Context: an optimization exercise on an open-source flow, tuned for small area. The choices shown serve that exercise and are no tape-out recipe. In this exercise RTL edits were held to simulation tests only and were not proved equivalent to the original. Power figures rest on the tool's default switching activity, not on a simulated workload. The clock port is modelled as an ideal driver; clocking choices that lean on that would not hold on a real chip.

## run.sh

```bash
#!/bin/bash
# synth_recipe.tcl (not shown) runs the flow's synth.tcl, then flattens the netlist and writes it again
# the make line also repeats each setting of config.mk as NAME=value (left out here)
make -C /OpenROAD-flow-scripts/flow DESIGN_CONFIG=/design/flow/config.mk WORK_HOME=/design/flow/orfs CLKGATE_MAP_FILE= SYNTH_SCRIPT=/design/flow/synth_recipe.tcl finish
```

## config.mk

```make
export PLATFORM = sky130hd
export DESIGN_NAME = regfile
export DESIGN_NICKNAME = regfile
export VERILOG_FILES = /design/flow/design.v
export SDC_FILE = /design/flow/constraint.sdc
export NUM_CORES = 4
export LEC_CHECK = 0
export CAP_MARGIN = 20
export CORE_MARGIN = 2
export CORE_UTILIZATION = 30
export PLACE_DENSITY = 0.5
export SLEW_MARGIN = 20
export SYNTH_HIERARCHICAL = 1
```

## constraint.sdc

```tcl
create_clock -name core_clock -period 5.0 [get_ports {clk_i}]
set_input_delay 1.0000 -clock core_clock [delete_from_list [all_inputs] [get_ports {clk_i}]]
set_output_delay 1.0000 -clock core_clock [all_outputs]
set_load 0.01 [all_outputs]
```

## design.v

```verilog
`timescale 1ns / 1ps
module regfile_aoi222(
input wire [2:0] a,
input wire [2:0] b,
output wire y
    );
 assign y = ~|(a & b);
endmodule
module regfile_rdbit(
input wire [32:0] d,
input wire [32:0] s,
output wire y
    );
 wire [10:0] t;
 genvar g;
 generate for (g=0; g<11; g=g+1) begin : grp
  regfile_aoi222 u (.a(d[3*g+2:3*g]), .b(s[3*g+2:3*g]), .y(t[g]));
 end endgenerate
 assign y = ~&t;
endmodule
module regfile(
input wire clk_i,
input wire rst_n_i,
input wire [4:0] rs1_addr_i,
input wire [4:0] rs2_addr_i,
input wire [4:0] rsd_addr_i,
input wire [31:0] rsd_i,
input wire rd_wren_i,
output reg [31:0] rs1_data_o,
output reg [31:0] rs2_data_o
    );
 reg [31:0] array [0:31];
 reg [31:0] valid;
 wire       rden = rst_n_i & ~rd_wren_i;
 integer i;
 always @( posedge clk_i or negedge rst_n_i) begin
 if(!rst_n_i) begin
  valid <= 32'd0;
 end
 else if(rd_wren_i) begin
  valid[rsd_addr_i] <= 1'b1;
 end
 end
 always @( posedge clk_i) begin
 if(rd_wren_i) begin
  array[rsd_addr_i] <= rsd_i;
 end
 end
 reg [32:0] sel1, sel2;
 always @(*) begin
  for (i=0; i<32; i=i+1) begin
   sel1[i] = rden & valid[i] & (rs1_addr_i == i);
   sel2[i] = rden & valid[i] & (rs2_addr_i == i);
  end
  sel1[32] = ~rden;
  sel2[32] = ~rden;
 end
 wire [31:0] nxt1, nxt2;
 genvar b, r;
 generate for (b=0; b<32; b=b+1) begin : bit_g
  wire [32:0] d1, d2;
  for (r=0; r<32; r=r+1) begin : row_g
   assign d1[r] = array[r][b];
  end
  assign d1[32] = rs1_data_o[b];
  assign d2[31:0] = d1[31:0];
  assign d2[32] = rs2_data_o[b];
  regfile_rdbit u1 (.d(d1), .s(sel1), .y(nxt1[b]));
  regfile_rdbit u2 (.d(d2), .s(sel2), .y(nxt2[b]));
 end endgenerate
 always @( posedge clk_i) begin
  rs1_data_o <= nxt1;
  rs2_data_o <= nxt2;
 end
endmodule
```

==> results of run 1 <==
[critical path, cell delays in order]
cell and delay, ns:
clkdlybuf4s50_1 0.67, nand3b_1 0.22, nor2_1 0.11, and3_2 0.48, buf_4 0.37, a222oi_1 0.42, nand4_1 0.50, or3_1 0.50
[power groups by stage]
stage | sequential, W | clock, W | combinational (W)
finish | 0.0106 | 0.00870 | 0.000732
floorplan | 0.0107 | 0 | 0.000211
global placement | 0.0108 | 0 | 0.000720
detailed placement | 0.0108 | 0 | 0.000730
CTS | 0.0106 | 0.00878 | 0.000732
global route | 0.0106 | 0.00915 | 0.000770
[metal layers]
layer	up-vias	part of all wire
met4	6	0.055
met3	453	0.13
met2	2792	0.45
li1	12368	-
met5	-	0.00023
met1	16335	0.37
[layout by cell type (no fill, tap or decap), types with 11 or more instances in the layout]
master / synthesis / layout
and3_2: 0 / 49
inv_1: 17 / 16
nor2_4: 0 / 20
clkinv_1: 0 / 17
bufinv_16: 0 / 11
clkbuf_1: 6 / 25
clkdlybuf4s50_1: 0 / 85
buf_4: 0 / 98
edfxtp_1: 1024 / 1024
nand3_1: 69 / 69
nor2_1: 61 / 41
buf_12: 0 / 31
nor3_2: 0 / 11
clkinv_2: 0 / 20
a222oi_1: 704 / 704
diode_2: 0 / 11
and3_1: 66 / 16
dfxtp_1: 64 / 64
dfrtp_1: 32 / 32
a2bb2oi_1: 12 / 12
or3_1: 66 / 66
clkbuf_16: 0 / 119
buf_2: 2 / 28
nand4_1: 129 / 129
[flip-flops by register name, summed over array words and instances, names as in the netlist]
| name | flops |
|---|---|
| valid | 32 |
| rs1_data_o | 32 |
| rs2_data_o | 32 |
| array | 1024 |
[modules after synthesis (local to each module, per instance)]
module,times used,cell area [µm²],cells,flops+latches
regfile,1,34550,1406,1120
regfile_rdbit,64,23.77,4,0
regfile_aoi222,704,10.01,1,0
[cell families after synthesis]
kind of cell    synth area share
flops                     0.7615
fa+ha+maj               0.001161
compound gates            0.1715
xor+xnor               0.0004064
buf+inv                 0.003134
mux                     0.002177
simple gates             0.06010
[stage by stage]
| step | std cells | hold slack (ns) | setup WS, ns | instance area (µm²) |
|---|---|---|---|---|
| finish | 4721 | 0.2352 | 1.276 | 51880 |
| global route | 4714 | 0.2324 | 1.273 | 51860 |
| CTS | 4710 | 0.1983 | 1.425 | 51900 |
| detailed placement | 4497 | 0.4811 | 0.6632 | 48100 |
| global placement | 4497 | 0.4746 | 0.7463 | 48180 |
| floorplan | 2366 | 0.4332 | 0.6076 | 43110 |
[final timing paths]
path                            from            end  slack, ns  depth (start not counted)
hold / removal               rst_n_i      valid[27]       0.24                          1
hold reg to reg             valid[5]       valid[5]       0.50                          2
setup reg to reg           valid[27]  rs1_data_o[0]       2.15                          5
setup / recovery           rd_wren_i  rs1_data_o[0]       1.28                          8
max in group asynchronous    rst_n_i      valid[17]       4.10                          2
min in group core_clock     valid[5]       valid[5]       0.50                          2
[synthesized netlist by cell type (all sizes together)]
cell type / n
nand3b: 7
a211oi: 3
a31oi: 5
and2: 2
buf: 7
mux2: 3
inv: 17
nand3: 69
o31ai: 10
a222oi: 704
dfxtp: 64
edfxtp: 1024
or3b: 3
xnor2: 2
a2bb2oi: 12
a21oi: 9
or4: 1
a21o: 1
nand4: 129
or3: 66
nor2: 61
nand2b: 8
nand4b: 1
nand2: 10
a211o: 2
clkbuf: 7
and3b: 2
ha: 4
nor3: 15
o21ai: 1
nor2b: 10
dfrtp: 32
nor3b: 3
and3: 66
mux2i: 6
[final cells by class]
| class | count | area, µm² | area share |
|---|---|---|---|
| diodes | 11 | 27.53 | 0.0005306 |
| clock buffers | 154 | 3209 | 0.06186 |
| clock inverters | 59 | 591.8 | 0.01141 |
| inverters | 17 | 63.81 | 0.001230 |
| multi-input cells | 1215 | 10430 | 0.2010 |
| flip-flops and latches | 1120 | 32830 | 0.6329 |
| well taps | 1903 | 2381 | 0.04590 |
| repair buffers | 242 | 2347 | 0.04525 |
==> impl_results.md, run 1 <==
* Most area-consuming cells after synthesis: edfxtp_1, a222oi_1, dfxtp_1
* Mean number of vias per cell at 6.768
* Port Buffer Count at 113
* P&R area growth vs syn at 20.33%
* Met2 usage at 0.3620
* Final Cycle Share at 0.7447
* Num rows at 139
* Share of cells above drive strength 1 at 0.1511
* Syn_nets at 2420
* Switching Share at 0.2156
* Routed len/inst at 38.28 µm
* Worst Setup End Kind: flop
* Routability cong. at 0.9281
* CTS root buf: clkbuf_16
* Post-DP HPWL at 108.1 mm
* Largest net degree at the start of global routing at 44
* RSZ-0062 raised after global routing: false
* Die width at 383.1 µm
* Top Usage Layer GRT: met2
* Worst vdd ir at 0.0003186 V
* Hold Crit Class: input port to asynchronous set/reset pin
* Sequential fraction of design power at 0.529
* Final wirelength at 180.7 mm
* Final hold vios at 0
* Sequential element share of the synthesized area at 0.7615
* Via count at 31954
* Cell variety after synth at 40
* Core ar. at 143100 µm²
* Initial DRC count at 7999
* Status: no timing/DRC/antenna violations
* Clock Latency Late Sink at 0.72 ns
* Cells after synthesis at 2366
* Met3 Use GR at 0.05778
* Int Power at 0.01569 W
* Die H at 383.1 µm
* Initial antenna violation count at 16
* Total Routing Usage GR at 0.2377
* Clock Pin Slew Worst Setup and Hold Paths at 0.06 ns
* Setup Skew at 0.02445 ns
* Htree depth at 3
* CTS tree: yes
* I/O Pins at 114
* Yosys reg bits at 1120
* Number of global-route vias before repair at 31342
* Pins Over Slew Limit at 0
* Overflow after GRT at 0
* Total negative setup slack at 0 ns
* Clock Sinks at 1120
* Avg Synthesized Cell Area at 18.22 µm²
* Power Total at 0.02001 W
* M1 GR Usage at 0.3156
* 1st-pass router iterations at 14
* Final period demand of the worst path at 3.724 ns
* DRC viols at 0
* Leak at 16.60 nW
* Yosys warnings at 7
* Crit Path Category: input port to flop
* Clk buf depth at 3
* Final Core Density at 0.3624
* Comb pwr share at 0.037
* Global-route wire length before repair at 246.9 mm
* Worst EP required at 5.59 ns
* Startpoint class of the critical path: input port
* PwrDens at 385.6 nW/µm²
* Fmax at 268.6 MHz
* Share of the synthesized area in the top cell type at 0.7132
* Max-Cap Viols at 0
* Antenna viol nets, final at 0
* Die Area at 146800 µm²
* Cts repair resizes at 0
* Worst EP arrival at 4.32 ns
* Finish-stage setup viols at 0
* Clock power share at 0.435
* Actual slew at the worst max-slew pin at 1.278 ns
* Net Sw Power at 0.004314 W
* Filler Cells Inserted at 13276
* Num CTS Buffers at 113
* Initial Util at 0.3012
* Number of post-CTS setup repair buffers at 0
* Slew margin rel. at 0.1483
* Hold_buf cts at 0
* Mapped Area at 43110 µm²
* Final-stage net count at 2763
* Area leader, netlist: edfxtp_1
* Crit-path max FO at 18
==> run 2: changes to the inputs <==
--- a/design.v
+++ b/design.v
@@ -18,6 +18,25 @@
  end endgenerate
  assign y = ~&t;
 endmodule
+module regfile_dec #(parameter MASKED = 1) (
+input wire [4:0] a,
+input wire en,
+input wire [31:0] m,
+output wire [31:0] y
+    );
+ wire [3:0] lo;
+ wire [7:0] hi;
+ genvar g;
+ generate for (g=0; g<4; g=g+1) begin : lo_g
+  assign lo[g] = en & (a[1:0] == g);
+ end
+ for (g=0; g<8; g=g+1) begin : hi_g
+  assign hi[g] = (a[4:2] == g);
+ end
+ for (g=0; g<32; g=g+1) begin : y_g
+  assign y[g] = lo[g%4] & hi[g/4] & (m[g] | !MASKED);
+ end endgenerate
+endmodule
 module regfile(
 input wire clk_i,
 input wire rst_n_i,
@@ -32,29 +51,25 @@
  reg [31:0] array [0:31];
  reg [31:0] valid;
  wire       rden = rst_n_i & ~rd_wren_i;
+ wire [31:0] dec1, dec2, decw;
  integer i;
+ regfile_dec #(.MASKED(0)) u_decw (.a(rsd_addr_i), .en(rd_wren_i), .m(32'hffffffff), .y(decw));
+ regfile_dec u_dec1 (.a(rs1_addr_i), .en(rden), .m(valid), .y(dec1));
+ regfile_dec u_dec2 (.a(rs2_addr_i), .en(rden), .m(valid), .y(dec2));
  always @( posedge clk_i or negedge rst_n_i) begin
  if(!rst_n_i) begin
   valid <= 32'd0;
  end
- else if(rd_wren_i) begin
-  valid[rsd_addr_i] <= 1'b1;
+ else begin
+  valid <= valid | decw;
  end
  end
  always @( posedge clk_i) begin
- if(rd_wren_i) begin
-  array[rsd_addr_i] <= rsd_i;
+ for (i=0; i<32; i=i+1)
+  if(decw[i]) array[i] <= rsd_i;
  end
- end
- reg [32:0] sel1, sel2;
- always @(*) begin
-  for (i=0; i<32; i=i+1) begin
-   sel1[i] = rden & valid[i] & (rs1_addr_i == i);
-   sel2[i] = rden & valid[i] & (rs2_addr_i == i);
-  end
-  sel1[32] = ~rden;
-  sel2[32] = ~rden;
- end
+ wire [32:0] sel1 = {~rden, dec1};
+ wire [32:0] sel2 = {~rden, dec2};
  wire [31:0] nxt1, nxt2;
  genvar b, r;
  generate for (b=0; b<32; b=b+1) begin : bit_g
==> flow/run.sh (new file) <==
#!/bin/bash
# The standard ORFS layout (the standard.sh, standard synthesis unchanged) with two
# options changed through ORFS's own variables:
#  - clock tree synthesis without dummy loads, with the buffers and sink clusters set below;
#  - port buffers of cell buf_1 (every input and output port still gets its buffer).
set -euo pipefail
export CTS_ARGS="-sink_clustering_enable -repair_clock_nets -dont_use_dummy_load -buf_list {sky130_fd_sc_hd__clkbuf_8 sky130_fd_sc_hd__clkbuf_16} -root_buf sky130_fd_sc_hd__clkbuf_16 -tree_buf sky130_fd_sc_hd__clkbuf_16 -sink_clustering_buffer sky130_fd_sc_hd__clkbuf_8 -sink_clustering_size 16 -sink_clustering_max_diameter 50"
export BUFFER_PORTS_ARGS="-buffer_cell sky130_fd_sc_hd__buf_1"
bash standard.sh finish > flow_make.log 2>&1
==> standard.sh (new file) <==
#!/bin/bash
# synth_recipe.tcl (not shown) runs the flow's synth.tcl, then flattens the netlist and writes it again
# the make line also repeats each setting of config.mk as NAME=value (left out here)
make -C /OpenROAD-flow-scripts/flow DESIGN_CONFIG=/design/flow/config.mk WORK_HOME=/design/flow/orfs CLKGATE_MAP_FILE= SYNTH_SCRIPT=/design/flow/synth_recipe.tcl "${@:-finish}"
==> config.mk (replaced) <==
export PLATFORM = sky130hd
export DESIGN_NAME = regfile
export DESIGN_NICKNAME = regfile
export VERILOG_FILES = /design/flow/design.v
export SDC_FILE = /design/flow/constraint.sdc
export NUM_CORES = 4
export LEC_CHECK = 0
export CAP_MARGIN = 0
export CORE_MARGIN = 2
export CORE_UTILIZATION = 40
export PLACE_DENSITY = 0.6
export SLEW_MARGIN = 0
export SYNTH_HIERARCHICAL = 1
removed: run.sh
==> run 2 against run 1 <==
  * Still clean on timing, DRC and antenna
  * Combinational power is 22% higher
  * Sequential cell count stayed put
  * Clock skew is 0.046 ns higher
  * Critical path depth stayed put
  * Utilization is 8.7 points higher
  * Critical endpoint is now rs2_data_o[6]
  * Highest routed layer unchanged
==> impl_results.md, run 2 <==
* Mapped Area at 42470 µm²
* Num rows at 119
* Leading cell types in the layout, fill and taps excluded: edfxtp_1, a222oi_1, nand4_1
* Num CTS Buffers at 103
* Largest net degree at the start of global routing at 65
* Final hold vios at 0
* Htree depth at 3
* Final-stage net count at 2628
* Hold Crit Class: input port to asynchronous set/reset pin
* Placed cell area at 45820 µm²
* Worst EP arrival at 4.12 ns
* Crit Path Category: input port to flop
* Max reg flops at 1024
* Initial Util at 0.4034
* Leak at 14.83 nW
* Crit-path leading delay family: simple AND/OR/NAND/NOR gates
* Clock Pin Slew Worst Setup and Hold Paths at 0.09 ns
* Startpoint class of the critical path: input port
* Fmax at 280.9 MHz
* Port Buffer Count at 113
* Antenna viol nets, final at 0
* P&R area growth vs syn at 11.50%
* Routed len/inst at 41.02 µm
* Global-route wire length before repair at 224.4 mm
* Initial antenna violation count at 7
* Clock Sinks at 1120
* Number of global-route vias before repair at 30446
* PwrDens at 350.4 nW/µm²
* Finish-stage setup viols at 0
* Max stage delay on crit path at 1.09 ns
* Die width at 329.8 µm
* Worst Setup End Kind: flop
* Top layer in use: met5
* Yosys warnings at 8
* Largest register by flop count: array
* Post-DP HPWL at 94.61 mm
* Mean number of vias per cell at 7.685
* I/O Pins at 114
* Final period demand of the worst path at 3.560 ns
* Pre-CTS setup slack at 0.8978 ns
* CTS root buf: clkbuf_16
* Crit-path max FO at 27
* Status: no timing/DRC/antenna violations
* Number of post-CTS setup repair buffers at 0
* Final Cycle Share at 0.7119
* Actual slew at the worst max-slew pin at 1.332 ns
* Clk buf depth at 3
* Worst vdd ir at 0.0002467 V
* Total negative setup slack at 0 ns
* PnR worst setup slack at 1.440 ns
* Max-Cap Viols at 0
* Slowest stage cell, crit path: and3_2
* Slew margin rel. at 0.1123
* Die Area at 108800 µm²
* Avg Synthesized Cell Area at 18.88 µm²
* Met3 wire length at 25.53 mm
* Total Routing Usage GR at 0.2923
* Die H at 329.8 µm
* Final wirelength at 162.8 mm
* Pins Over Slew Limit at 0
* Hold_buf cts at 0
* Setup Skew at 0.07043 ns
* Clock Latency Late Sink at 0.66 ns
* Most common cell after layout, fill and taps aside: edfxtp_1
* WP buf/inv at 2
* Final instance area at 47350 µm²
* Share of cells above drive strength 1 at 0.1141
* Core ar. at 105300 µm²
* DRC viols at 0
* Routability cong. at 0.8853
* Syn_nets at 2299
* Routed met2 length at 72.02 mm
* Via count at 30496
* Worst EP required at 5.56 ns
* CTS tree: yes
* Met1 Wirelength at 55.10 mm
* Worst-path cell chain: buf_1 -> nor2b_1 -> nor3b_2 -> and3_2 -> buf_4 -> a222oi_1 -> nand4_1 -> or3_1
* Cells after synthesis at 2249
* Cts repair resizes at 0
* RSZ-0062 raised after global routing: false
* Overflow after GRT at 0
* Initial DRC count at 8026
* 1st-pass router iterations at 13
-- run 2: worst reg2reg max path, cell delays in order, from the launching register on --
cell and delay [ns]:
dfrtp_1 0.39, and3_1 0.40, a222oi_1 0.70, nand4_1 0.53
or3_1 0.49
-- run 2: layer usage --
| layer | GRT usage | vias to the layer above |
|---|---|---|
| met2 | 0.4406 | 3055 |
| met3 | 0.08485 | 507 |
| met5 | 0 | - |
| li1 | - | 11769 |
| met4 | 0.1695 | 8 |
| met1 | 0.3777 | 15157 |
-- run 2: power by group --
group	total [W]	internal, W	leakage [nW]	switching (W)
sequential	0.0108	0.0105	10.1	0.000308
clock	0.00491	0.00201	0.787	0.00290
combinational	0.000890	0.000284	3.93	0.000606
-- run 2: metrics by stage --
step	cells	hold slack (ns)	power (W)	utilization
2_1_floorplan	2249	0.4371	0.01119	-
3_3_place_gp	3863	0.4526	0.01183	0.4352
3_5_place_dp	3863	0.4533	0.01186	0.4352
4_1_cts	3966	0.4256	0.01658	0.4497
5_1_grt	3967	0.4549	0.01701	0.4498
6_report	3968	0.4466	0.01659	0.4498
-- run 2: cell type report --
class / instances / area, µm²
Fill cell: 8935 / 57910
Sequential cell: 1120 / 32830
Multi-Input combinational cell: 1126 / 9908
Timing Repair Buffer: 227 / 1351
Tap cell: 1391 / 1740
Clock buffer: 103 / 1519
Antenna cell: 1 / 2.502
-- run 2: final timing paths --
path	from	end	slack, ns	depth (start not counted)
setup / recovery	rd_wren_i	rs2_data_o[6]	1.44	8
hold reg to reg	valid[10]	valid[10]	0.47	1
hold / removal	rst_n_i	valid[17]	0.45	2
min in group core_clock	valid[10]	valid[10]	0.47	1
setup reg to reg	valid[14]	rs2_data_o[18]	2.38	4
max in group asynchronous	rst_n_i	valid[0]	4.15	2
==> run 3: changes to the inputs <==
--- a/design.v
+++ b/design.v
@@ -50,19 +50,24 @@
     );
  reg [31:0] array [0:31];
  reg [31:0] valid;
+ reg        rst_seen;
  wire       rden = rst_n_i & ~rd_wren_i;
+ wire       rsel = rden & rst_seen;
  wire [31:0] dec1, dec2, decw;
  integer i;
- regfile_dec #(.MASKED(0)) u_decw (.a(rsd_addr_i), .en(rd_wren_i), .m(32'hffffffff), .y(decw));
- regfile_dec u_dec1 (.a(rs1_addr_i), .en(rden), .m(valid), .y(dec1));
- regfile_dec u_dec2 (.a(rs2_addr_i), .en(rden), .m(valid), .y(dec2));
+ regfile_dec #(.MASKED(0)) u_decw (.a(rsd_addr_i), .en(rd_wren_i), .m(valid), .y(decw));  
+ regfile_dec u_dec1 (.a(rs1_addr_i), .en(rsel), .m(valid), .y(dec1));
+ regfile_dec u_dec2 (.a(rs2_addr_i), .en(rsel), .m(valid), .y(dec2));
  always @( posedge clk_i or negedge rst_n_i) begin
  if(!rst_n_i) begin
-  valid <= 32'd0;
+  rst_seen <= 1'b0;
  end
  else begin
-  valid <= valid | decw;
+  rst_seen <= rst_n_i;  
  end
+ end
+ always @( posedge clk_i) begin
+  valid <= (valid & {32{rst_seen}}) | decw;
  end
  always @( posedge clk_i) begin
  for (i=0; i<32; i=i+1)
==> flow/run.sh (replaced) <==
#!/bin/bash
# The standard ORFS layout (the standard.sh, standard synthesis unchanged) with two
# options changed through ORFS's own variables:
#  - clock tree synthesis without dummy loads, with the buffers and sink clusters set below;
#  - port buffers of cell buf_1 (every input and output port still gets its buffer).
set -euo pipefail
export CTS_ARGS="-sink_clustering_enable -repair_clock_nets -dont_use_dummy_load -buf_list sky130_fd_sc_hd__clkbuf_16 -root_buf sky130_fd_sc_hd__clkbuf_16 -tree_buf sky130_fd_sc_hd__clkbuf_16 -sink_clustering_buffer sky130_fd_sc_hd__clkbuf_16 -sink_clustering_size 28 -sink_clustering_max_diameter 80"
export BUFFER_PORTS_ARGS="-buffer_cell sky130_fd_sc_hd__buf_1"
bash standard.sh finish > flow_make.log 2>&1
==> run 3 against run 2 <==
  * Critical path type unchanged
  * Critical endpoint is now rs2_data_o[0]
  * Synthesized cell count rose by 0.22%
  * First-iteration DRC count rose by 1.1%
  * Clock skew fell by 0.0077 ns
  * Utilization fell by 0.44 points
  * Sequential share of layout area rose by 0.40 points
  * Largest cell class unchanged
  * Register-to-register slack got worse by 0.84 ns
  * Maximum frequency fell by 5.3%
  * Total power fell by 8.6%
  * Final cell count fell by 1.3%
==> impl_results.md, run 3 <==
* Status: no timing/DRC/antenna violations
* Port Buffer Count at 113
* Startpoint class of the critical path: input port
* Global-route wire length before repair at 217.9 mm
* Clock Latency Late Sink at 0.66 ns
* Initial antenna violation count at 4
* Filler Cells Inserted at 8994
* Max reg flops at 1024
* Hold_buf cts at 0
* Final hold vios at 0
* CTS root buf: clkbuf_16
* Final-stage net count at 2578
* Share of cells above drive strength 1 at 0.09066
* Leak at 14.93 nW
* Leading cell types in the layout, fill and taps excluded: edfxtp_1, a222oi_1, nand4_1
* DRC viols at 0
* Pins Over Slew Limit at 0
* Total Routing Usage GR at 0.2809
* CTS tree: yes
* I/O Pins at 114
* Total negative setup slack at 0 ns
* Via count at 30408
* Crit Path Category: input port to flop
* Final Core Density at 0.4454
* PwrDens at 323.6 nW/µm²
* Cts repair resizes at 0
* Antenna viol nets, final at 0
* Worst Setup End Kind: flop
* Die width at 329.7 µm
* Largest register by flop count: array
* Clk buf depth at 3
* Worst EP arrival at 4.36 ns
* EDFF count, synth at 1024
* Met2 usage at 0.4211
* Met3 Use GR at 0.08125
* RR Startpoint: rst_seen
* Mean number of vias per cell at 7.761
* Routability cong. at 0.8989
* Number of global-route vias before repair at 29793
* Final Cycle Share at 0.7521
* 1st-pass router iterations at 14
* Finish-stage setup viols at 0
* Most area-consuming cells after synthesis: edfxtp_1, a222oi_1, dfxtp_1
* Clock Pin Slew Worst Setup and Hold Paths at 0.10 ns
* Largest net degree at the start of global routing at 42
* Max-Cap Viols at 0
* Post-DP HPWL at 89.95 mm
* Placed cell area at 45680 µm²
* Number of post-CTS setup repair buffers at 0
* RSZ-0062 raised after global routing: false
* Count leader, synth: edfxtp_1
* Worst EP required at 5.60 ns
* Core ar. at 105300 µm²
* Final period demand of the worst path at 3.760 ns
* Reg2reg end: rs2_data_o[0]
* P&R area growth vs syn at 10.51%
* Actual slew at the worst max-slew pin at 1.428 ns
* Initial DRC count at 8115
* Final wirelength at 158.3 mm
* Most common cell after layout, fill and taps aside: edfxtp_1
* CP Capture Point: rs2_data_o[0]
* Htree depth at 2
* Worst Reg2Reg Path Length in Cells at 7
* Routed len/inst at 40.40 µm
* Clock Sinks at 1121
* Final instance area at 46890 µm²
* M1 GR Usage at 0.3750
* R2r setup slk at 1.54 ns
* Top Usage Layer GRT: met2
* Num rows at 119
* Yosys warnings at 8
* Power Total at 0.01517 W
* Crit. Startpoint: rd_wren_i
* Post-synth top cells: edfxtp_1, a222oi_1, nand4_1
* Cell variety after synth at 24
* Hold Crit Class: input port to asynchronous set/reset pin
* Worst vdd ir at 0.0002442 V
* Syn_nets at 2304
* Share of the synthesized area in the top cell type at 0.7248
* Die H at 329.7 µm
* Area leader, netlist: edfxtp_1
* Overflow after GRT at 0
* Setup Skew at 0.06276 ns
* Yosys reg bits at 1121
* Top FF cell, synth: edfxtp_1
* Slew margin rel. at 0.04788
* Asr flop ratio synth at 0.0008921
* Crit-path max FO at 15
* Mapped Area at 42420 µm²
* Cells after synthesis at 2254
* Die Area at 108700 µm²
* Avg Synthesized Cell Area at 18.82 µm²
* Fmax at 265.9 MHz
* Initial Util at 0.4030
* Sequential element share of the synthesized area at 0.7707
* Num CTS Buffers at 48
==> run 3: worst max-delay path, stage by stage <==
cell      delay (ns)
buf_1           0.18
and3b_2         0.37
nor3b_2         0.54
and3_1          1.22
buf_4           0.39
a222oi_1        0.14
nand4_1         0.34
or3_1           0.17
==> run 3: power breakdown <==
part	internal (W)	total [W]	leakage (nW)	switching, W
clock network	0.00172	0.00446	0.592	0.00274
logic	0.0000536	0.000320	4.32	0.000267
registers	0.0103	0.0104	10.0	0.0000642
==> run 3: worst min-delay path by stage <==
stage                           end  cells past startpoint  slack (ns)       from
after floorplan            valid[0]                      1        0.44   valid[0]
after global placement     valid[1]                      1        0.45   valid[1]
after detailed placement  valid[26]                      1        0.45  valid[26]
after CTS                  rst_seen                      1        0.17    rst_n_i
after global routing       rst_seen                      1        0.19    rst_n_i
final                      rst_seen                      1        0.19    rst_n_i
==> run 3: layout make-up <==
class                           count  area [µm²]  share of cell area
Sequential cell                  1121       32700              0.6974
Multi-Input combinational cell   1126        9935              0.2119
Tap cell                         1391        1740             0.03712
Timing Repair Buffer              231        1310             0.02794
Clock buffer                       48        1201             0.02562
Antenna cell                        1       2.502          0.00005337
==> run 3: layer usage <==
metal	vias to the layer above	part of all wire
li1	11711	-
met1	15264	0.35
met2	2974	0.44
met3	453	0.16
met4	6	0.054
met5	-	0.00020
==> run 3: cell families after synthesis <==
kind of cell | after synthesis | synth area share
compound gates | 736 | 0.1718
buf+inv | 7 | 0.001327
flops | 1121 | 0.7707
simple gates | 390 | 0.05615
==> run 3: per-stage QoR <==
stage          instances  worst slack, ns  hold slack (ns)
2_1_floorplan       2254            1.564           0.4361
3_3_place_gp        3869            1.047           0.4481
3_5_place_dp        3869           0.9354           0.4543
4_1_cts             3917            1.634           0.1660
5_1_grt             3917            1.333           0.1890
6_report            3918            1.240           0.1865
==> run 3: per-module statistics from Yosys (local to each module, per instance), excerpt <==
module          flip-flops and latches  cells inside
regfile_dec                          0            44
regfile_rdbit                        0             4
regfile                           1121          1159
regfile_aoi222                       0             1
==> run 4: changes to the inputs <==
==> flow/run.sh (replaced) <==
#!/bin/bash
# The standard ORFS layout (the standard.sh, standard synthesis unchanged) with two
# options changed through ORFS's own variables:
#  - clock tree synthesis without dummy loads, with the buffers and sink clusters set below;
#  - port buffers of cell buf_1 (every input and output port still gets its buffer).
set -euo pipefail
export CTS_ARGS="-sink_clustering_enable -repair_clock_nets -dont_use_dummy_load -buf_list {sky130_fd_sc_hd__clkbuf_8 sky130_fd_sc_hd__clkbuf_16} -root_buf sky130_fd_sc_hd__clkbuf_16 -tree_buf sky130_fd_sc_hd__clkbuf_16 -sink_clustering_buffer sky130_fd_sc_hd__clkbuf_8 -sink_clustering_size 16 -sink_clustering_max_diameter 80"
export BUFFER_PORTS_ARGS="-buffer_cell sky130_fd_sc_hd__buf_1"
bash standard.sh finish > flow_make.log 2>&1
==> run 4 against run 3 <==
  * Still clean on timing, DRC and antenna
  * Sequential share of layout area is essentially flat
  * Register-to-register slack improved by 0.06 ns
  * Design area is essentially flat
  * Combinational power about the same
  * Non-clock buffer count stayed put
  * Die area stayed put
  * Global-route usage grew 0.28 points
  * Clock-buffer cell count increased by 32
==> impl_results.md, run 4 <==
* Core ar. at 105300 µm²
* Htree depth at 3
* Share of the synthesized area in the top cell type at 0.7248
* RR Startpoint: rst_seen
* Combinational family with the most area after synthesis: compound AO/OA/AOI/OAI gates
* Comb pwr share at 0.021
* Cell variety after synth at 24
* Adder-Cell Fraction of Synth Area at 0
* Final hold vios at 0
* Via count at 30825
* Initial Util at 0.4030
* Leading cell types in the layout, fill and taps excluded: edfxtp_1, a222oi_1, nand4_1
* Mapped Area at 42420 µm²
* Power Total at 0.01513 W
* Largest register by flop count: array
* Worst Reg2Reg Path Length in Cells at 7
* Die Area at 108700 µm²
* Worst path depth at 8
* Yosys reg bits at 1121
* Routed len/inst at 40.31 µm
* Synth Area in XOR/XNOR at 0
* Max-Cap Viols at 0
* Die H at 329.7 µm
* Startpoint class of the critical path: input port
* Num CTS Buffers at 80
* Hold_buf cts at 0
* Crit-path leading delay family: simple AND/OR/NAND/NOR gates
* Final-stage net count at 2610
* Worst-path cell chain: buf_1 -> and3b_2 -> nor3b_2 -> and3_1 -> buf_4 -> a222oi_1 -> nand4_1 -> or3_1
* Initial DRC count at 7950
* Clock power share at 0.292
* Finish-stage setup viols at 0
* Port Buffer Count at 113
* Cts repair resizes at 0
* EDFF count, synth at 1024
* Num rows at 119
* Switching Share at 0.2077
* Top FF cell, synth: edfxtp_1
* Die width at 329.7 µm
* WP buf/inv at 2
* Syn_nets at 2304
* Final period demand of the worst path at 3.697 ns
* Clk buf depth at 3
* RSZ-0062 raised after global routing: false
* DRC viols at 0
* Hold Crit Class: input port to asynchronous set/reset pin
* Number of post-CTS setup repair buffers at 0
* Crit Path Category: input port to flop
* Status: no timing/DRC/antenna violations
* Int Power at 0.01199 W
* Worst EP arrival at 4.27 ns
* Global-route wire length before repair at 219.4 mm
* Mux cell area share after synthesis at 0
* Area leader, netlist: edfxtp_1
* Avg Synthesized Cell Area at 18.82 µm²
* Antenna viol nets, final at 0
* Routability cong. at 0.8989
* CTS tree: yes
* Max reg flops at 1024
* Post-synthesis compound-gate area fraction at 0.1718
* Overflow after GRT at 0
* Largest net degree at the start of global routing at 42
* Worst Setup End Kind: flop
* Fmax at 270.5 MHz
* Sequential element share of the synthesized area at 0.7707
* Max stage delay on crit path at 1.20 ns
* Initial antenna violation count at 6
* Worst EP required at 5.57 ns
* Slowest stage cell, crit path: and3_1
* R2r setup slk at 1.60 ns
* Most area-consuming cells after synthesis: edfxtp_1, a222oi_1, dfxtp_1
* Clock Pin Slew Worst Setup and Hold Paths at 0.11 ns
* Sequential fraction of design power at 0.686
* Clock Sinks at 1121
* Pins Over Slew Limit at 0
* Reg2reg end: rs2_data_o[0]
* P&R area growth vs syn at 10.53%
* Total negative setup slack at 0 ns
* Simple-gate area share of the yosys netlist at 0.05615
* Asr flop ratio synth at 0.0008921
* Share of cells above drive strength 1 at 0.1020
* Total Routing Usage GR at 0.2837
* Final wirelength at 159.3 mm
* Setup Skew at 0.05229 ns
* Yosys warnings at 8
* Mean number of vias per cell at 7.798
* Most common cell after layout, fill and taps aside: edfxtp_1
* I/O Pins at 114
* PwrDens at 322.7 nW/µm²
* CTS root buf: clkbuf_16
* Leak at 14.96 nW
* Post-DP HPWL at 89.95 mm
* FF+latch area at 32700 µm²
* Clock Latency Late Sink at 0.65 ns
* Slew margin rel. at 0.05134
* Cells after synthesis at 2254
* Crit-path max FO at 15
* Multi-input logic area at 9935 µm²
* Filler Cells Inserted at 9003
* Worst vdd ir at 0.0002126 V
* Count leader, synth: edfxtp_1
* 1st-pass router iterations at 14
* Post-synth top cells: edfxtp_1, a222oi_1, nand4_1
* Final Cycle Share at 0.7394
* Number of global-route vias before repair at 30277
* Actual slew at the worst max-slew pin at 1.423 ns
* Net Sw Power at 0.003144 W
[run 4: cell counts after synthesis]
Identical to the previous run, type by type.
[run 4: area by class of cell]
class / count / area share
antenna: 4 / 0.0002135
clock buffer: 80 / 0.02564
multi-input combinational: 1126 / 0.2119
sequential: 1121 / 0.6972
tap: 1391 / 0.03711
timing repair buffer: 231 / 0.02794
[run 4: power groups by stage]
| stage | clock (W) | sequential (W) | combinational (W) |
|---|---|---|---|
| after floorplan | 0 | 0.0106 | 0.0000679 |
| final | 0.00442 | 0.0104 | 0.000321 |
| after detailed placement | 0 | 0.0106 | 0.000313 |
| after CTS | 0.00444 | 0.0104 | 0.000312 |
| after global placement | 0 | 0.0106 | 0.000299 |
| after global routing | 0.00477 | 0.0104 | 0.000334 |
[run 4: per-stage QoR]
step	worst slack, ns	util	cell area (µm²)	cells	hold slack [ns]
6_report	1.303	0.4455	46890	3953	0.1859
5_1_grt	1.304	0.4454	46880	3949	0.1644
3_3_place_gp	1.047	0.4340	45680	3869	0.4481
4_1_cts	1.593	0.4454	46880	3949	0.1695
3_5_place_dp	0.9354	0.4340	45680	3869	0.4543
2_1_floorplan	1.564	-	42420	2254	0.4361
[run 4: worst max path at each step]
stage	from	end	slack [ns]
6_report	rd_wren_i	rs2_data_o[0]	1.30
5_1_grt	rd_wren_i	rs2_data_o[0]	1.30
4_1_cts	rd_wren_i	rs2_data_o[0]	1.59
3_5_place_dp	rd_wren_i	rs2_data_o[0]	0.94
3_3_place_gp	rd_wren_i	rs2_data_o[0]	1.05
2_1_floorplan	rsd_addr_i[4]	array[3][0]	1.56
[run 4: routing by layer]
metal  part of all wire  global-route usage
met5            0.00046                   0
met4              0.057              0.1495
met3               0.17             0.08894
met2               0.44              0.4213
met1               0.34              0.3738
[run 4: per-module statistics from Yosys (local to each module, per instance), excerpt]
module | area (µm²) | flip-flops and latches
regfile | 33000 | 1121
regfile_dec | 312.8 | 0
regfile_aoi222 | 10.01 | 0
regfile_rdbit | 23.77 | 0
[run 4: cells by family after synthesis]
| group | after synthesis |
|---|---|
| flip-flops | 1121 |
| buffers and inverters | 7 |
| AO/OA/AOI/OAI | 736 |
| AND/OR/NAND/NOR | 390 |
==> run 5: changes to the inputs <==
==> flow/run.sh (replaced) <==
#!/bin/bash
# The standard ORFS layout (the standard.sh, standard synthesis unchanged) with two
# options changed through ORFS's own variables:
#  - clock tree synthesis without dummy loads, with the buffers and sink clusters set below;
#  - port buffers of cell buf_1 (every input and output port still gets its buffer).
set -euo pipefail
export CTS_ARGS="-sink_clustering_enable -repair_clock_nets -dont_use_dummy_load -buf_list sky130_fd_sc_hd__clkbuf_16 -root_buf sky130_fd_sc_hd__clkbuf_16 -tree_buf sky130_fd_sc_hd__clkbuf_16 -sink_clustering_buffer sky130_fd_sc_hd__clkbuf_16 -sink_clustering_size 32 -sink_clustering_max_diameter 90"
export BUFFER_PORTS_ARGS="-buffer_cell sky130_fd_sc_hd__buf_1"
bash standard.sh finish > flow_make.log 2>&1
==> run 5 against run 4 <==
  * Still clean on timing, DRC and antenna
  * Utilization fell by 0.15 points
  * Clock skew fell by 0.0058 ns
  * First-iteration DRC count decreased by 0.18%
  * Maximum frequency down 1.3%
  * Routed wire length decreased by 0.74%
  * Non-clock buffer count stayed put
  * Critical endpoint unchanged
  * Largest power group unchanged
  * Highest routed layer unchanged
==> impl_results.md, run 5 <==
* Largest net degree at the start of global routing at 42
* Overflow after GRT at 0
* Crit-path max FO at 15
* Final Cycle Share at 0.7491
* Avg Synthesized Cell Area at 18.82 µm²
* Global-route wire length before repair at 217.8 mm
* Filler Cells Inserted at 9015
* Largest register by flop count: array
* Finish-stage setup viols at 0
* Final-stage net count at 2572
* Post-DP HPWL at 89.95 mm
* Pins Over Slew Limit at 0
* EDFF count, synth at 1024
* Cell variety after synth at 24
* Die Area at 108700 µm²
* Worst Setup End Kind: flop
* Num rows at 119
* Number of post-CTS setup repair buffers at 0
* Initial DRC count at 7936
* Final instance area at 46740 µm²
* Final hold vios at 0
* CTS root buf: clkbuf_16
* Total Routing Usage GR at 0.2809
* Mapped Area at 42420 µm²
* Hold_buf cts at 0
* Yosys warnings at 8
* Share of the synthesized area in the top cell type at 0.7248
* Htree depth at 2
* PwrDens at 319.4 nW/µm²
* Clock Pin Slew Worst Setup and Hold Paths at 0.12 ns
* Routed len/inst at 40.42 µm
* Leading cell types in the layout, fill and taps excluded: edfxtp_1, a222oi_1, nand4_1
* Syn_nets at 2304
* Core ar. at 105300 µm²
* Status: no timing/DRC/antenna violations
* Max stage delay on crit path at 1.23 ns
* I/O Pins at 114
* Antenna viol nets, final at 0
* Cts repair resizes at 0
* Die width at 329.7 µm
* Yosys reg bits at 1121
* Port Buffer Count at 113
* Count leader, synth: edfxtp_1
* Max reg flops at 1024
* Asr flop ratio synth at 0.0008921
* Hold Crit Class: input port to asynchronous set/reset pin
* Num CTS Buffers at 42
* Routability cong. at 0.8989
* Max-Cap Viols at 0
* Most area-consuming cells after synthesis: edfxtp_1, a222oi_1, dfxtp_1
* Area leader, netlist: edfxtp_1
* Crit Path Category: input port to flop
* Final wirelength at 158.2 mm
* Power Total at 0.01493 W
* Total negative setup slack at 0 ns
* Mean number of vias per cell at 7.784
* P&R area growth vs syn at 10.17%
* Clk buf depth at 3
* RSZ-0062 raised after global routing: false
* 1st-pass router iterations at 14
* Slowest stage cell, crit path: and3_1
* Fmax at 267.0 MHz
* Post-synth top cells: edfxtp_1, a222oi_1, nand4_1
* Worst-path cell chain: buf_1 -> and3b_2 -> nor3b_2 -> and3_1 -> buf_4 -> a222oi_1 -> nand4_1 -> or3_1
* Final period demand of the worst path at 3.745 ns
* Top FF cell, synth: edfxtp_1
* Actual slew at the worst max-slew pin at 1.453 ns
* Via count at 30458
* Most common cell after layout, fill and taps aside: edfxtp_1
* Die H at 329.7 µm
* Setup Skew at 0.04653 ns
* Slew margin rel. at 0.03140
* Worst EP arrival at 4.33 ns
* Number of global-route vias before repair at 29819
* Leak at 14.85 nW
* Sequential element share of the synthesized area at 0.7707
* CTS tree: yes
* Placed cell area at 45680 µm²
* Share of cells above drive strength 1 at 0.08849
* Initial antenna violation count at 4
* DRC viols at 0
* Initial Util at 0.4030
* Startpoint class of the critical path: input port
* Cells after synthesis at 2254
* Clock Sinks at 1121
* Worst EP required at 5.58 ns
* Worst vdd ir at 0.0002360 V
* Clock Latency Late Sink at 0.66 ns
run 5: cell count changes in the layout (fill, tap and decap cells not counted):
cell / delta
clkbuf_16: +33
clkbuf_8: -71
diode_2: -2
run 5: power by group:
group	total [W]	switching [W]	internal (W)
clock network	0.00422	0.00269	0.00153
logic	0.000319	0.000266	0.0000536
registers	0.0104	0.0000643	0.0103
total	0.0149	0.00302	0.0119
run 5: per-stage QoR:
step / worst slack (ns) / utilization / std cells / hold slack, ns
floorplan: 1.564 / - / 2254 / 0.4361
global placement: 1.047 / 0.4340 / 3869 / 0.4481
detailed placement: 0.9354 / 0.4340 / 3869 / 0.4543
CTS: 1.608 / 0.4439 / 3911 / 0.1635
global route: 1.269 / 0.4440 / 3912 / 0.1773
finish: 1.255 / 0.4440 / 3913 / 0.1880
run 5: per-module statistics from Yosys, one instance, submodules excluded, excerpt:
module / cell area (µm²) / times used / flip-flops and latches / cells
regfile_dec: 312.8 / 2 / 0 / 44
regfile_aoi222: 10.01 / 704 / 0 / 1
regfile: 33000 / 1 / 1121 / 1159
regfile_rdbit: 23.77 / 64 / 0 / 4
run 5: worst max-delay path: cells and delay by family:
kind,cells,cell delay (ns)
simple gates,5,2.59
buf+inv,2,0.57
compound gates,1,0.14
run 5: metal layers:
| layer | up-vias | wire length [µm] | global-route usage |
|---|---|---|---|
| li1 | 11684 | - | - |
| met1 | 15363 | 54710 | 0.3731 |
| met2 | 2969 | 69460 | 0.4203 |
| met3 | 438 | 25290 | 0.08173 |
| met4 | 4 | 8677 | 0.1442 |
| met5 | - | 21 | 0 |
run 5: cells by family after synthesis:
kind of cell / share of synthesized area
flip-flops: 0.7707
AO/OA/AOI/OAI: 0.1718
AND/OR/NAND/NOR: 0.05615
buffers and inverters: 0.001327
run 5: worst paths after layout:
| kind | end | cells after the start | slack (ns) | from |
|---|---|---|---|---|
| max in group asynchronous | rst_seen | 1 | 4.64 | rst_n_i |
| min | rst_seen | 1 | 0.19 | rst_n_i |
| min in group core_clock | valid[25] | 1 | 0.48 | valid[25] |
| max reg2reg | rs2_data_o[0] | 7 | 1.56 | rst_seen |
| max | rs2_data_o[0] | 8 | 1.25 | rd_wren_i |
| min reg2reg | valid[25] | 1 | 0.48 | valid[25] |
run 5: cell type report:
class	count	area (µm²)	share of cell area
Antenna cell	2	5.005	0.0001071
Clock buffer	42	1051	0.02249
Multi-Input combinational cell	1126	9935	0.2126
Sequential cell	1121	32700	0.6996
Tap cell	1391	1740	0.03724
Timing Repair Buffer	231	1310	0.02803
==> run 6: changes to the inputs <==
--- a/config.mk
+++ b/config.mk
@@ -8,6 +8,7 @@
 export CAP_MARGIN = 0
 export CORE_MARGIN = 2
 export CORE_UTILIZATION = 40
+export GPL_ROUTABILITY_DRIVEN = 0
 export PLACE_DENSITY = 0.6
 export SLEW_MARGIN = 0
 export SYNTH_HIERARCHICAL = 1
==> run 6 against run 5 <==
  * Critical path type unchanged
  * Global-route usage unchanged
  * Synthesized area is the same
  * Clock-buffer cell count is the same
  * Final cell count is the same
  * Combinational power about the same
  * Via count unchanged
  * Still clean on timing, DRC and antenna
==> impl_results.md, run 6 <==
* Status: no timing/DRC/antenna violations
* Clock Pin Slew Worst Setup and Hold Paths at 0.12 ns
* Final wirelength at 158.2 mm
* Most common cell after layout, fill and taps aside: edfxtp_1
* CTS tree: yes
* Mapped Area at 42420 µm²
* Num rows at 119
* Worst Setup End Kind: flop
* Final Cycle Share at 0.7491
* Leading cell types in the layout, fill and taps excluded: edfxtp_1, a222oi_1, nand4_1
* Post-synth top cells: edfxtp_1, a222oi_1, nand4_1
* Global-route wire length before repair at 217.8 mm
* Htree depth at 2
* Actual slew at the worst max-slew pin at 1.453 ns
* Initial antenna violation count at 4
* Share of the synthesized area in the top cell type at 0.7248
* Yosys warnings at 8
* Worst EP arrival at 4.33 ns
* Cell variety after synth at 24
* Asr flop ratio synth at 0.0008921
* Routed met2 length at 69.46 mm
* Overflow after GRT at 0
* Area leader, netlist: edfxtp_1
* Met3 wire length at 25.29 mm
* Fmax at 267.0 MHz
* Largest register by flop count: array
* Setup Skew at 0.04653 ns
* Initial Util at 0.4030
* Placed cell area at 45680 µm²
* Worst Reg2Reg Path Length in Cells at 7
* CP Capture Point: rs2_data_o[0]
* Sequential element share of the synthesized area at 0.7707
* Num CTS Buffers at 42
* Startpoint class of the critical path: input port
* Yosys reg bits at 1121
* R2r setup slk at 1.56 ns
* Hold_buf cts at 0
* Multi-input logic area at 9935 µm²
* Count leader, synth: edfxtp_1
* DRC viols at 0
* Pins Over Slew Limit at 0
* Pre-CTS setup slack at 0.9354 ns
* Clk buf depth at 3
* RR Startpoint: rst_seen
* Clock Sinks at 1121
* Worst vdd ir at 0.0002360 V
* Final-stage net count at 2572
* Port Buffer Count at 113
* Top FF cell, synth: edfxtp_1
* Crit Path Category: input port to flop
* Most area-consuming cells after synthesis: edfxtp_1, a222oi_1, dfxtp_1
* Cts repair resizes at 0
* CTS root buf: clkbuf_16
* Cells after DPL at 3869
* Max reg flops at 1024
* Core ar. at 105300 µm²
* PwrDens at 319.4 nW/µm²
* Total negative setup slack at 0 ns
* RSZ-0062 raised after global routing: false
* I/O Pins at 114
* Initial DRC count at 7936
* Share of cells above drive strength 1 at 0.08849
* Antenna viol nets, final at 0
* Post-DP HPWL at 89.95 mm
* Routed len/inst at 40.42 µm
* Crit. Startpoint: rd_wren_i
* Final hold vios at 0
* Total Routing Usage GR at 0.2809
* Die H at 329.7 µm
* Final Non-Filler Cells at 3913
* Crit-path max FO at 15
* Leak at 14.85 nW
* Minimum hold slack at 0.1880 ns
* Worst EP required at 5.58 ns
* Number of post-CTS setup repair buffers at 0
* Final period demand of the worst path at 3.745 ns
* PnR worst setup slack at 1.255 ns
* Slew margin rel. at 0.03140
* Die width at 329.7 µm
* Max-Cap Viols at 0
* P&R area growth vs syn at 10.17%
* Cells after synthesis at 2254
* Avg Synthesized Cell Area at 18.82 µm²
* Met1 Wirelength at 54.71 mm
* Largest net degree at the start of global routing at 42
* Clock Latency Late Sink at 0.66 ns
* Final instance area at 46740 µm²
* Syn_nets at 2304
* 1st-pass router iterations at 14
* Filler Cells Inserted at 9015
* Finish-stage setup viols at 0
* EDFF count, synth at 1024
* Number of global-route vias before repair at 29819
* Mean number of vias per cell at 7.784
* Reg2reg end: rs2_data_o[0]
* Hold Crit Class: input port to asynchronous set/reset pin
* Top layer in use: met5
* Die Area at 108700 µm²
* Via count at 30458
* FF+latch area at 32700 µm²
-- run 6: worst min path at each step --
stage,startpoint,slack (ns),end,cells after the start
5_1_grt,rst_n_i,0.18,rst_seen,1
3_5_place_dp,valid[26],0.45,valid[26],1
4_1_cts,rst_n_i,0.16,rst_seen,1
6_report,rst_n_i,0.19,rst_seen,1
3_3_place_gp,valid[1],0.45,valid[1],1
2_1_floorplan,valid[0],0.44,valid[0],1
-- run 6: layout make-up --
| cell class | count | share of cell area |
|---|---|---|
| clock buffers | 42 | 0.02249 |
| flip-flops and latches | 1121 | 0.6996 |
| well taps | 1391 | 0.03724 |
| diodes | 2 | 0.0001071 |
| multi-input cells | 1126 | 0.2126 |
| repair buffers | 231 | 0.02803 |
-- run 6: worst max-delay path, cell delays in order --
cell and delay (ns):
buf_1 0.18, and3b_2 0.36, nor3b_2 0.51, and3_1 1.23
buf_4 0.39, a222oi_1 0.14, nand4_1 0.33, or3_1 0.16
-- run 6: layer usage --
| layer | vias to the layer above | GRT usage |
|---|---|---|
| met5 | - | 0 |
| met4 | 4 | 0.1442 |
| met3 | 438 | 0.08173 |
| met2 | 2969 | 0.4203 |
| met1 | 15363 | 0.3731 |
| li1 | 11684 | - |
-- run 6: Yosys stat by module, one instance, submodules excluded, a selection --
module	cells	area [µm²]
regfile	1159	33000
regfile_dec	44	312.8
regfile_aoi222	1	10.01
regfile_rdbit	4	23.77
-- run 6: cell families (layout without fill, tap and decap cells) --
| kind of cell | after synthesis | in the layout | synth area share |
|---|---|---|---|
| other cells | 0 | 2 | 0 |
| simple gates | 390 | 390 | 0.05615 |
| flops | 1121 | 1121 | 0.7707 |
| buf+inv | 7 | 273 | 0.001327 |
| compound gates | 736 | 736 | 0.1718 |
-- run 6: power breakdown --
group	leakage (nW)	internal (W)	switching [W]	total [W]
sequential	10.0	0.0103	0.0000643	0.0104
clock	0.518	0.00153	0.00269	0.00422
combinational	4.32	0.0000536	0.000266	0.000319
-- run 6: metrics by stage --
| step | util | total power (W) |
|---|---|---|
| final | 0.4440 | 0.01493 |
| after global placement | 0.4340 | 0.01089 |
| after CTS | 0.4439 | 0.01495 |
| after floorplan | - | 0.01065 |
| after detailed placement | 0.4340 | 0.01091 |
| after global routing | 0.4440 | 0.01528 |
==> run 7: changes to the inputs <==
--- a/config.mk
+++ b/config.mk
@@ -7,8 +7,7 @@
 export LEC_CHECK = 0
 export CAP_MARGIN = 0
 export CORE_MARGIN = 2
-export CORE_UTILIZATION = 40
-export GPL_ROUTABILITY_DRIVEN = 0
-export PLACE_DENSITY = 0.6
+export CORE_UTILIZATION = 45
+export PLACE_DENSITY = 0.65
 export SLEW_MARGIN = 0
 export SYNTH_HIERARCHICAL = 1
==> run 7 against run 6 <==
  * Still clean on timing, DRC and antenna
  * Via count down 1.3%
  * Total power decreased by 0.68%
  * Synthesized area unchanged
  * Sequential cell count is the same
  * Maximum frequency down 2.5%
  * Clock power decreased by 2%
  * Utilization up 5.5 points
  * Design area down 0.39%
  * Combinational power shrank 4%
  * Routed wire length down 6.0%
  * Synthesized cell count unchanged
  * Critical path type is now flop to flop
==> impl_results.md, run 7 <==
* Status: no timing/DRC/antenna violations
* Global-route wire length before repair at 207.8 mm
* Routed len/inst at 39.35 µm
* Mapped Area at 42420 µm²
* Startpoint class of the critical path: flop
* R2r setup slk at 1.16 ns
* Max stage delay on crit path at 0.87 ns
* Cells after synthesis at 2254
* Max reg flops at 1024
* Actual slew at the worst max-slew pin at 1.353 ns
* Worst EP arrival at 4.34 ns
* Clock power share at 0.278
* Total negative setup slack at 0 ns
* Switching Share at 0.1992
* Final-stage net count at 2574
* Setup Skew at 0.02632 ns
* Post-DP HPWL at 85.20 mm
* Comb pwr share at 0.021
* Largest net degree at the start of global routing at 65
* Htree depth at 2
* Final wirelength at 148.6 mm
* Area leader, netlist: edfxtp_1
* Clock Pin Slew Worst Setup and Hold Paths at 0.12 ns
* Max-Cap Viols at 0
* Combinational family with the most area after synthesis: compound AO/OA/AOI/OAI gates
* Share of the synthesized area in the top cell type at 0.7248
* Cells after DPL at 3734
* Core ar. at 93330 µm²
* RSZ-0062 raised after global routing: false
* Largest register by flop count: array
* PwrDens at 318.4 nW/µm²
* Worst EP required at 5.50 ns
* Synth Area in XOR/XNOR at 0
* Net Sw Power at 0.002953 W
* I/O Pins at 114
* CTS root buf: clkbuf_16
* Worst-path cell chain: and3b_2 -> and3b_1 -> and3_1 -> buf_4 -> a222oi_1 -> nand4_1 -> or3_1
* Via count at 30070
* Crit-path max FO at 33
* Asr flop ratio synth at 0.0008921
* Worst Setup End Kind: flop
* Cell variety after synth at 24
* Post-synthesis compound-gate area fraction at 0.1718
* Slew margin rel. at 0.09825
* Final period demand of the worst path at 3.843 ns
* Hold_buf cts at 0
* 1st-pass router iterations at 14
* Num rows at 112
* Number of post-CTS setup repair buffers at 0
* Clock Latency Late Sink at 0.63 ns
* Final hold vios at 0
* Adder-Cell Fraction of Synth Area at 0
* Most area-consuming cells after synthesis: edfxtp_1, a222oi_1, dfxtp_1
* Top FF cell, synth: edfxtp_1
* Total Routing Usage GR at 0.2951
* Die H at 311.0 µm
* Int Power at 0.01187 W
* Leak at 14.87 nW
* Worst vdd ir at 0.0002084 V
* Hold Crit Class: input port to asynchronous set/reset pin
* Finish-stage setup viols at 0
* Yosys warnings at 8
* Mean number of vias per cell at 7.961
* Clock Sinks at 1121
* Final Cycle Share at 0.7685
* Initial DRC count at 8162
* Initial Util at 0.4546
* Share of cells above drive strength 1 at 0.08446
* Yosys reg bits at 1121
* EDFF count, synth at 1024
* Avg Synthesized Cell Area at 18.82 µm²
* Post-synth top cells: edfxtp_1, a222oi_1, nand4_1
* Mux cell area share after synthesis at 0
* Final Non-Filler Cells at 3777
* Most common cell after layout, fill and taps aside: edfxtp_1
* Number of global-route vias before repair at 29343
* Num CTS Buffers at 41
* Crit Path Category: flop to flop
* Pins Over Slew Limit at 0
* Antenna viol nets, final at 0
* Syn_nets at 2304
* Die Area at 96750 µm²
* Clk buf depth at 3
* Routability cong. at 0.9417
* Worst Reg2Reg Path Length in Cells at 7
* Reg2reg end: rs2_data_o[10]
* Overflow after GRT at 0
* Fmax at 260.2 MHz
* Cts repair resizes at 0
* RR Startpoint: rst_seen
* Die width at 311.0 µm
* CTS tree: yes
* Count leader, synth: edfxtp_1
* Simple-gate area share of the yosys netlist at 0.05615
* Sequential element share of the synthesized area at 0.7707
* Leading cell types in the layout, fill and taps excluded: edfxtp_1, a222oi_1, nand4_1
* Slowest stage cell, crit path: dfrtp_1
* P&R area growth vs syn at 9.733%
* Initial antenna violation count at 3
* Sequential fraction of design power at 0.701
* Port Buffer Count at 113
* DRC viols at 0
run 7: cell counts after synthesis:
No cell type changed its count.
run 7: area by class of cell:
| class | instances | area, µm² |
|---|---|---|
| repair buffers | 234 | 1340 |
| diodes | 1 | 2.502 |
| well taps | 1254 | 1569 |
| multi-input cells | 1126 | 9920 |
| fillers | 7691 | 46780 |
| flip-flops and latches | 1121 | 32700 |
| clock buffers | 41 | 1026 |
run 7: routing by layer:
| layer | track usage | share of wire | up-vias |
|---|---|---|---|
| li1 | - | - | 11694 |
| met1 | 0.4043 | 0.34 | 14987 |
| met3 | 0.07478 | 0.16 | 388 |
| met2 | 0.4407 | 0.44 | 2999 |
| met4 | 0.1447 | 0.055 | 2 |
| met5 | 0 | 0.000074 | - |
run 7: power by group through the flow:
| stage | registers (W) | logic (W) | clock network [W] |
|---|---|---|---|
| detailed placement | 0.0106 | 0.000298 | 0 |
| floorplan | 0.0106 | 0.0000679 | 0 |
| global route | 0.0104 | 0.000320 | 0.00442 |
| CTS | 0.0104 | 0.000298 | 0.00414 |
| global placement | 0.0106 | 0.000284 | 0 |
| finish | 0.0104 | 0.000305 | 0.00413 |
run 7: worst max-delay path, delay by kind of cell, from the launching register on:
kind / cells / cell delay [ns]
simple gates: 5 / 1.95
flops: 1 / 0.87
compound gates: 1 / 0.54
buf+inv: 1 / 0.32
run 7: logic make-up after synthesis:
logic type             count (synthesis)
buffers and inverters                  7
AND/OR/NAND/NOR                      390
flip-flops                          1121
AO/OA/AOI/OAI                        736
run 7: per-module statistics from Yosys, one instance, submodules excluded, excerpt:
| module | flip-flops and latches | cells |
|---|---|---|
| regfile_aoi222 | 0 | 1 |
| regfile_rdbit | 0 | 4 |
| regfile | 1121 | 1159 |
| regfile_dec | 0 | 44 |
run 7: stage by stage:
stage	setup WS, ns	instance area (µm²)	util	total power, W	hold slack, ns
2_1_floorplan	1.564	42420	-	0.01065	0.4361
3_3_place_gp	1.204	45510	0.4876	0.01088	0.4452
3_5_place_dp	1.141	45510	0.4876	0.01090	0.4524
4_1_cts	1.337	46540	0.4986	0.01483	0.1534
5_1_grt	1.096	46550	0.4988	0.01514	0.1690
6_report	1.157	46550	0.4988	0.01482	0.1635
run 7: worst max path at each step:
stage	start	to	slack, ns	cells past startpoint
3_5_place_dp	rd_wren_i	rs2_data_o[10]	1.14	8
4_1_cts	rst_seen	rs2_data_o[10]	1.34	7
3_3_place_gp	rd_wren_i	rs2_data_o[3]	1.20	8
6_report	rst_seen	rs2_data_o[10]	1.16	7
2_1_floorplan	rsd_addr_i[4]	array[3][0]	1.56	2
5_1_grt	rst_seen	rs2_data_o[10]	1.10	7
==> run 8: changes to the inputs <==
--- a/design.v
+++ b/design.v
@@ -53,9 +53,10 @@
  reg        rst_seen;
  wire       rden = rst_n_i & ~rd_wren_i;
  wire       rsel = rden & rst_seen;
- wire [31:0] dec1, dec2, decw;
+ wire [31:0] dec1, dec2, decw, decw2;
  integer i;
  regfile_dec #(.MASKED(0)) u_decw (.a(rsd_addr_i), .en(rd_wren_i), .m(valid), .y(decw));  
+ regfile_dec #(.MASKED(0)) u_decw2 (.a(rsd_addr_i), .en(rd_wren_i), .m(valid), .y(decw2));  
  regfile_dec u_dec1 (.a(rs1_addr_i), .en(rsel), .m(valid), .y(dec1));
  regfile_dec u_dec2 (.a(rs2_addr_i), .en(rsel), .m(valid), .y(dec2));
  always @( posedge clk_i or negedge rst_n_i) begin
@@ -70,8 +71,10 @@
   valid <= (valid & {32{rst_seen}}) | decw;
  end
  always @( posedge clk_i) begin
- for (i=0; i<32; i=i+1)
-  if(decw[i]) array[i] <= rsd_i;
+ for (i=0; i<32; i=i+1) begin
+  if(decw[i]) array[i][15:0] <= rsd_i[15:0];
+  if(decw2[i]) array[i][31:16] <= rsd_i[31:16];
+ end
  end
  wire [32:0] sel1 = {~rden, dec1};
  wire [32:0] sel2 = {~rden, dec2};
--- a/config.mk
+++ b/config.mk
@@ -7,7 +7,7 @@
 export LEC_CHECK = 0
 export CAP_MARGIN = 0
 export CORE_MARGIN = 2
-export CORE_UTILIZATION = 45
-export PLACE_DENSITY = 0.65
+export CORE_UTILIZATION = 40
+export PLACE_DENSITY = 0.6
 export SLEW_MARGIN = 0
 export SYNTH_HIERARCHICAL = 1
==> run 8 against run 7 <==
  * Via count is 0.13% higher
  * Still clean
  * Sequential cell count stayed put
  * Synthesized area is 0.54% higher
  * Clock-buffer cell count is 1 higher
  * Total power is 0.49% higher
  * Worst hold slack better by 0.0042 ns
  * Clock power is 1% higher
  * Clock skew is 0.023 ns higher
==> impl_results.md, run 8 <==
* Max stage delay on crit path at 0.96 ns
* Die Area at 109300 µm²
* Initial Util at 0.4041
* Hold_buf cts at 0
* Max reg flops at 1024
* Number of post-CTS setup repair buffers at 0
* Most area-consuming cells after synthesis: edfxtp_1, a222oi_1, dfxtp_1
* Max-Cap Viols at 0
* Simple-gate area share of the yosys netlist at 0.06098
* Clock Pin Slew Worst Setup and Hold Paths at 0.11 ns
* Startpoint class of the critical path: flop
* Mapped Area at 42650 µm²
* Num CTS Buffers at 42
* Area leader, netlist: edfxtp_1
* Clock Sinks at 1121
* Post-synthesis compound-gate area fraction at 0.1709
* Crit Path Category: flop to flop
* Largest net degree at the start of global routing at 39
* I/O Pins at 114
* Adder-Cell Fraction of Synth Area at 0
* Leading cell types in the layout, fill and taps excluded: edfxtp_1, a222oi_1, buf_4
* Worst EP arrival at 4.03 ns
* Cells after synthesis at 2301
* Slowest stage cell, crit path: and3_2
* Asr flop ratio synth at 0.0008921
* Syn_nets at 2351
* Slew margin rel. at 0.1631
* Htree depth at 2
* Pins Over Slew Limit at 0
* Number of global-route vias before repair at 29126
* Largest register by flop count: array
* Routed len/inst at 37.96 µm
* Setup Skew at 0.04929 ns
* Fmax at 290.1 MHz
* Initial antenna violation count at 15
* Pre-CTS setup slack at 0.9649 ns
* Cts repair resizes at 0
* Final hold vios at 0
* Clock Latency Late Sink at 0.66 ns
* Total negative setup slack at 0 ns
* RSZ-0062 raised after global routing: false
* Port Buffer Count at 113
* Final Cycle Share at 0.6895
* Share of the synthesized area in the top cell type at 0.7209
* Num rows at 119
* Worst-path cell chain: buf_4 -> and3b_2 -> nor3b_2 -> and3_2 -> a222oi_1 -> nand4_1 -> or3_1
* Core ar. at 105600 µm²
* Clk buf depth at 3
* Global-route wire length before repair at 208.5 mm
* Most common cell after layout, fill and taps aside: edfxtp_1
* DRC viols at 0
* Mux cell area share after synthesis at 0
* Status: no timing/DRC/antenna violations
* Finish-stage setup viols at 0
* Worst Setup End Kind: flop
* Die H at 330.6 µm
* Die width at 330.6 µm
* Top FF cell, synth: edfxtp_1
* Count leader, synth: edfxtp_1
* CTS tree: yes
* Final Non-Filler Cells at 3987
* Antenna viol nets, final at 0
* Final period demand of the worst path at 3.448 ns
* P&R area growth vs syn at 10.35%
* 1st-pass router iterations at 12
* Cells after DPL at 3940
* Via count at 30109
* CTS root buf: clkbuf_16
* Hold Crit Class: input port to asynchronous set/reset pin
* Synth Area in XOR/XNOR at 0
* Routability cong. at 0.9229
* Actual slew at the worst max-slew pin at 1.254 ns
* PwrDens at 316.5 nW/µm²
* Total Routing Usage GR at 0.2671
* Worst vdd ir at 0.0002787 V
* Avg Synthesized Cell Area at 18.54 µm²
* EDFF count, synth at 1024
* Yosys reg bits at 1121
* Post-DP HPWL at 89.94 mm
* PnR worst setup slack at 1.552 ns
* Initial DRC count at 7732
* Mean number of vias per cell at 7.552
* Final-stage net count at 2643
* Share of cells above drive strength 1 at 0.1061
* Overflow after GRT at 0
* Final wirelength at 151.3 mm
* Worst EP required at 5.58 ns
* Crit-path max FO at 33
* Yosys warnings at 8
* Combinational family with the most area after synthesis: compound AO/OA/AOI/OAI gates
* Leak at 15.07 nW
* Final Core Density at 0.4459
* Cell variety after synth at 24
* Sequential element share of the synthesized area at 0.7665
* Post-synth top cells: edfxtp_1, a222oi_1, nand4_1
-- run 8: changes by cell type after synthesis --
cell       previous run  this run
clkbuf_1              3         6
nor2_1               32        64
or2_2                 1         2
nand4b_1              3         6
or4b_1                1         2
nand4bb_1             3         6
nand2_1               1         2
nand2b_1              3         5
nand4_1             129       130
-- run 8: worst max-delay path, delay by kind of cell (launching register included) --
| kind | cells | cell delay, ns |
|---|---|---|
| AND/OR/NAND/NOR | 5 | 2.47 |
| buffers and inverters | 1 | 0.35 |
| flip-flops | 1 | 0.34 |
| AO/OA/AOI/OAI | 1 | 0.20 |
-- run 8: stage by stage --
stage	cell area [µm²]	power [W]	hold WS [ns]
after global placement	46000	0.01090	0.4443
after floorplan	42650	0.01066	0.4361
after CTS	47050	0.01492	0.1364
final	47070	0.01490	0.1677
after global routing	47060	0.01524	0.1500
after detailed placement	46000	0.01093	0.4549
-- run 8: cell type report --
cell class                      instances  area (µm²)
Timing Repair Buffer                  258        1520
Multi-Input combinational cell       1170       10050
Tap cell                             1391        1740
Clock buffer                           42        1051
Antenna cell                            5       12.51
Sequential cell                      1121       32700
Fill cell                            8927       58490
-- run 8: kinds of logic after synthesis --
kind of cell           count (synthesis)
AO/OA/AOI/OAI                        736
AND/OR/NAND/NOR                      434
buffers and inverters                 10
flip-flops                          1121
-- run 8: worst paths after layout --
kind / endpoint / slack (ns) / depth (start not counted) / start
setup reg to reg: rs2_data_o[22] / 1.55 / 7 / rst_seen
max in group asynchronous: rst_seen / 4.67 / 1 / rst_n_i
hold / removal: rst_seen / 0.17 / 1 / rst_n_i
setup / recovery: rs2_data_o[22] / 1.55 / 7 / rst_seen
min in group core_clock: valid[22] / 0.48 / 1 / valid[22]
hold reg to reg: valid[22] / 0.48 / 1 / valid[22]
-- run 8: report_power, final --
part	internal [W]	switching, W	total [W]
Combinational	0.0000593	0.000277	0.000336
Clock	0.00153	0.00265	0.00417
Sequential	0.0103	0.0000639	0.0104
Total	0.0119	0.00299	0.0149
-- run 8: per-module statistics from Yosys (local to each module, per instance), excerpt --
module	flops+latches	cells inside
regfile	1121	1159
regfile_aoi222	0	1
regfile_rdbit	0	4
regfile_dec	0	44
-- run 8: per-layer routing --
metal  routed length (µm)  part of all wire  track usage  up-vias
met5                   66           0.00044            0        -
met4                 5680             0.038       0.1064       10
met3                22430              0.15      0.07019      372
met2                70110              0.46       0.4226     2635
met1                53050              0.35       0.3523    15191
li1                     -                 -            -    11901

-- separate check: timing with driven ports --
No port has a modelled driver above. Below, the same layouts with a new extraction and two added sets of constraints.
Step 1: set_driving_cell puts a clkbuf_16 on clk_i and a buf_2 on each other input, an assumption about the parent block.
Step 2 also shifts input and output timing later by t, the mid clock arrival at the registers, as if the neighbouring blocks saw the same clock.
Slacks: ideal / step 1 / step 2; pairs: ideal / step 1.
| run | shift t [ns] | setup slack, ns | worst setup path at the end |
|---|---|---|---|
| run 1 | 0.782 | 1.276 / 1.325 / 0.543 | input to register |
| run 2 | 0.699 | 1.440 / 1.485 / 0.786 | input to register |
| run 3 | 0.700 | 1.240 / 1.285 / 0.585 | input to register |
| run 4 | 0.680 | 1.303 / 1.344 / 0.663 | input to register |
| run 5 | 0.707 | 1.255 / 1.299 / 0.592 | input to register |
| run 6 | 0.707 | 1.255 / 1.299 / 0.592 | input to register |
| run 7 | 0.691 | 1.157 / 1.157 / 0.971 | input to register |
| run 8 | 0.711 | 1.552 / 1.552 / 0.904 | input to register |
After both steps setup and hold are still met in every run listed. The setup slack of run 1, which loses most, moves by +0.049 ns with the drivers and by -0.733 ns with both steps.
